This is an optimization exercise on Yosys and OpenROAD, whose aim is small area, not a production implementation.
In this exercise RTL edits were held to simulation tests only and were not proved equivalent to the original.
Power figures rest on the tool's default switching activity, not on a simulated workload.

Setup of red:
Design PongCore, start of the top module:
module PongCore(
	input i_clk,
	input i_rst,
	input [1:0] i_sw,
	input i_pb,
	input i_frame_tick,
	output [6:0] o_sevseg_p1d1,
	output [6:0] o_sevseg_p1d2,
	output [6:0] o_sevseg_p2d1,
	output [6:0] o_sevseg_p2d2,
	output signed [10:0] o_ball_x,
	output signed [10:0] o_ball_y,
	output signed [10:0] o_paddle1_y,
	output signed [10:0] o_paddle2_y,
	output o_finish);
	wire [2:0] w_disp1, w_disp2;
	assign o_sevseg_p1d1 = ~(7'b0111111);
	assign o_sevseg_p2d1 = ~(7'b0111111);
	BinaryToSevSeg sevseg_p1d2_inst(
		.i_bin_num(w_disp1),
		.o_sevseg(o_sevseg_p1d2));
	BinaryToSevSeg sevseg_p2d2_inst(
		.i_bin_num(w_disp2),
		.o_sevseg(o_sevseg_p2d2));
	PongStateMachine statemachine_inst(
		.i_clk(i_clk),
		.i_rst(i_rst),
		.i_sw(i_sw),
		.i_pb(i_pb),
		.i_frame_tick(i_frame_tick),
		.o_disp1(w_disp1),
		.o_disp2(w_disp2),
		.o_ball_x(o_ball_x),
		.o_ball_y(o_ball_y),
		.o_paddle1_y(o_paddle1_y),
		.o_paddle2_y(o_paddle2_y),
		.o_finish(o_finish));
endmodule
==> flow/config.mk <==
export PLATFORM = sky130hd
export DESIGN_NAME = PongCore
export DESIGN_NICKNAME = PongCore
export VERILOG_FILES = /design/flow/design.v
export SDC_FILE = /design/flow/constraint.sdc
export NUM_CORES = 4
export LEC_CHECK = 0
export CAP_MARGIN = 20
export CORE_MARGIN = 2
export CORE_UTILIZATION = 40
export SLEW_MARGIN = 20
==> flow/constraint.sdc <==
create_clock -name core_clock -period 20.0 [get_ports {i_clk}]
set_input_delay 4.0000 -clock core_clock [delete_from_list [all_inputs] [get_ports {i_clk}]]
set_output_delay 4.0000 -clock core_clock [all_outputs]
set_load 0.01 [all_outputs]
standard.sh (not shown) runs the stock make flow with config.mk's settings and CLKGATE_MAP_FILE= SYNTH_SCRIPT=/design/flow/synth_recipe.tcl, a recipe that flattens the netlist after the stock synthesis.
==> flow/flow/run.sh <==
#!/bin/bash
# Layout flow: the standard synthesis, then an area-oriented re-mapping of the
# combinational logic between the registers (the registers keep their names
# and cell types), then the standard ORFS layout with small port buffers and
# a small clock tree. Each tool's output goes to a log file in this folder.
set -euo pipefail
HERE=$(pwd)
LIB=$FLOW_HOME/platforms/sky130hd/lib/sky130_fd_sc_hd__tt_025C_1v80.lib
RES=$HERE/orfs/results/sky130hd/PongCore/base
YOSYS=$(command -v yosys || echo "$FLOW_HOME/../tools/install/yosys/bin/yosys")
NSEEDS=${NSEEDS:-8}
ABC_TIME=${ABC_TIME:-30}

export BUFFER_PORTS_ARGS="-buffer_cell sky130_fd_sc_hd__buf_1"
export REMOVE_ABC_BUFFERS=1
export SKIP_REPAIR_TIE_FANOUT=1
export CTS_ARGS="-sink_clustering_enable -repair_clock_nets -buf_list sky130_fd_sc_hd__clkbuf_4 -root_buf sky130_fd_sc_hd__clkbuf_4 -dont_use_dummy_load"

bash standard.sh synth > synth.log 2>&1
cp "$RES/1_2_yosys.v" "$HERE/standard_synth.v"

# re-map the logic with several seeds of ABC's deepsyn, keep the smallest
DONT_USE=$(sed -n '/export DONT_USE_CELLS/,/^$/p' "$FLOW_HOME/platforms/sky130hd/config.mk" | tr -d '\\' | tr ' ' '\n' | grep sky130 | sed 's/^/-dont_use /' | tr '\n' ' ')
run_seed() {
	local S=$1
	sed "s/@SEED@/$S/; s/@TIME@/$ABC_TIME/" flow/area.abc.in > area_$S.abc
	sed "s#@LIB@#$LIB#g; s#@IN@#$HERE/standard_synth.v#; s#@OUT@#$HERE/reopt_$S.v#; s#@DONT_USE@#$DONT_USE#; s#@SCRIPT@#$HERE/area_$S.abc#" \
		flow/reopt.ys.in > reopt_$S.ys
	"$YOSYS" -l reopt_$S.log -q reopt_$S.ys > /dev/null 2>&1 || true
}
S=1
while [ $S -le $NSEEDS ]; do
	for J in $(seq 1 ${NUM_CORES:-4}); do
		if [ $S -le $NSEEDS ]; then run_seed $S & fi
		S=$((S + 1))
	done
	wait
done
: > reopt_pick.log
for S in $(seq 1 $NSEEDS); do
	if [ -s reopt_$S.v.stat ] && [ -s reopt_$S.v ]; then
		echo "$(grep 'Chip area for module' reopt_$S.v.stat | awk '{print $NF}') $S" >> reopt_pick.log
	fi
done
BEST=$(sort -n reopt_pick.log | head -1 | awk '{print $2}')
if [ -n "$BEST" ]; then
	echo "picked seed $BEST" >> reopt_pick.log
	cp "$HERE/reopt_$BEST.v" "$RES/1_2_yosys.v"
else
	echo "no re-mapped netlist; keeping the standard synthesis" >> reopt_pick.log
fi

bash standard.sh do-1_synth > synth_odb.log 2>&1
bash standard.sh > standard.log 2>&1
Other scripts of this flow, unchanged in this note and not shown: flow/flow/area.abc.in, flow/flow/reopt.ys.in
Edits applied to the flow inputs when going from red to blue:
--- a/flow/design.v
+++ b/flow/design.v
@@ -28,25 +28,26 @@
 	input [1:0] i_sw,
 	input i_pb,
 	input i_frame_tick,
 	output reg [2:0] o_disp1,
 	output reg [2:0] o_disp2,
 	output signed [10:0] o_ball_x,
 	output signed [10:0] o_ball_y,
 	output signed [10:0] o_paddle1_y,
 	output signed [10:0] o_paddle2_y,
 	output reg o_finish);
-	localparam RESET = 2'd0;
-	localparam SERVE = 2'd1;
-	localparam PLAY = 2'd2;
-	localparam INCR_SCORE = 2'd3;
-	reg [1:0] r_state;
+	localparam RESET = 3'd0;
+	localparam SERVE = 3'd1;
+	localparam PLAY = 3'd2;
+	localparam INCR_SCORE = 3'd3;
+	localparam FINISH = 3'd4;
+	reg [2:0] r_state;
 	reg r_changed;
 	reg r_pb, r_pb_q, r_ftick, r_ftick_q;
 	reg r_vxneg;
 	reg r_vyneg;
 	reg [3:0] r_vymag;
 	reg [5:0] r_blink_counter;
 	reg [9:0] r_bx;
 	reg [8:0] r_by;
 	wire w_bx_neg = r_bx[9] & r_bx[8];
 	wire w_by_neg = &r_by[8:4];
@@ -63,21 +64,20 @@
 	assign o_paddle1_y = {2'b00, r_p1, 2'b00};
 	assign o_paddle2_y = {2'b00, r_p2, 2'b00};
 	wire w_is_reset = (r_state == RESET);
 	wire w_is_incr = (r_state == INCR_SCORE);
 	wire w_clear = w_is_reset & ~r_changed;
 	wire w_inc1 = w_is_incr & r_changed & ~r_bx[8];
 	wire w_inc2 = w_is_incr & r_changed & r_bx[8];
 	wire [2:0] w_score1 = w_clear ? 3'b000 : (w_inc1 ? {o_disp1[1:0], ~o_disp1[2]} : o_disp1);
 	wire [2:0] w_score2 = w_clear ? 3'b000 : (w_inc2 ? {o_disp2[1:0], ~o_disp2[2]} : o_disp2);
 	wire w_game_over = (w_score1 == 3'b100) | (w_score2 == 3'b100);
-	wire w_finish = ~r_changed & ((o_disp1 == 3'b100) | (o_disp2 == 3'b100));
 	wire w_out_l = w_bx_neg & ~r_bx[3];
 	wire w_out_r = r_bx[9] & ~r_bx[8] & r_bx[6] & r_bx[5] & r_bx[4] & r_bx[3];
 	wire w_out = w_out_l | w_out_r;
 	wire w_vy_nz = (r_vymag != 4'd0);
 	wire w_top = w_by_neg | (r_by == 9'd0);
 	wire w_bot = ~w_by_neg & (r_by >= 9'd472);
 	wire w_wall = w_vy_nz & (r_vyneg ? w_top : w_bot);
 	wire w_zone1 = (r_bx[9:5] == 5'd0) & (r_bx[4] ^ r_bx[3]);
 	wire w_zone2 = r_bx[9] & ~r_bx[8] & ~r_bx[7] & r_bx[6] & (r_bx[5] ^ r_bx[4]) & (r_bx[4] ~^ r_bx[3]);
 	wire w_zone = r_vxneg ? w_zone1 : w_zone2;
@@ -302,42 +302,45 @@
 				if (w_tick)
 				begin
 					r_bx <= ball_x_move(r_bx, r_vxneg);
 					r_by <= ball_y_move(r_by, r_vyneg, r_vymag);
 					r_p1 <= paddle_move(r_p1, i_sw[1]);
 					r_p2 <= paddle_move(r_p2, i_sw[0]);
 				end
 			end
 			INCR_SCORE:
 			begin
-				if (w_finish)
+				if (w_game_over)
+					r_state <= FINISH;
+				else if (w_tick)
 				begin
-					if (w_tick)
+					r_blink_counter <= r_blink_counter + 1;
+					if (r_blink_counter >= 60)
 					begin
-						r_blink_counter <= r_blink_counter + 1;
-						if (r_blink_counter >= 30)
-						begin
-							o_finish <= ~o_finish;
-							r_blink_counter <= 0;
-						end
+						r_state <= SERVE;
+						r_blink_counter <= 0;
 					end
 				end
-				else if (!w_game_over && w_tick)
+			end
+			FINISH:
+			begin
+				if (w_tick)
 				begin
 					r_blink_counter <= r_blink_counter + 1;
-					if (r_blink_counter >= 60)
+					if (r_blink_counter >= 30)
 					begin
-						r_state <= SERVE;
+						o_finish <= ~o_finish;
 						r_blink_counter <= 0;
 					end
 				end
 			end
+			default: ;
 			endcase
 		end
 	end
 endmodule
 module PongCore(
 	input i_clk,
 	input i_rst,
 	input [1:0] i_sw,
 	input i_pb,
 	input i_frame_tick,
Notes after the runs:
blue — share of the final layout cell area in multi-input gates 0.31 points higher, red as reference. On met3 track demand over resource in global routing, red tracks blue almost exactly. Between red and blue, the core utilization figures differ only marginally. Smallest setup slack after layout on blue is up relative to red. Sequential share of layout area ended up 0.19 points higher on blue than on red. Critical path endpoint: o_sevseg_p1d2[0] -> blue, o_ball_y[10] -> red. Looking at data arrival time of the worst path, blue sits 20 ps lower than red does. Between red and blue, final wirelength is higher for red, blue comes in under that. Per the comparison of blue with red, share of the clock period used by the worst path after layout held; die outline area now sits higher; wire length on met1 picked up an extra 2.1%; multi-input combinational gate total grew by 1. Multi-input gate area in the final layout, blue vs red: up slightly. Measured against each other, red and blue differ in clock share of power, the lower figure coming from red. [diff] internal power component, blue relative to red: improvement.

[separate check: timing with driven ports]
Ports are ideal in the flow. The routed layouts listed here were re-timed in OpenROAD.
Step 1, drivers: a clkbuf_16 drives i_clk and a buf_2 each remaining input, both assumed.
Step 2 also shifts input and output timing later by t, the mid clock arrival at the registers, as if the neighbouring blocks saw the same clock.
Slacks: ideal ports / drivers / drivers and shift; pairs: ideal ports / drivers.
run	shift t [ns]	setup slack, ns	worst setup path at the end
red	0.429	14.248 / 14.219 / 13.897	input to register
blue	0.413	14.268 / 14.239 / 14.097	input to register
After both steps setup and hold are still met in every run listed. For red, which loses most, drivers alone change the setup slack by -0.029 ns; drivers and shift together by -0.351 ns.
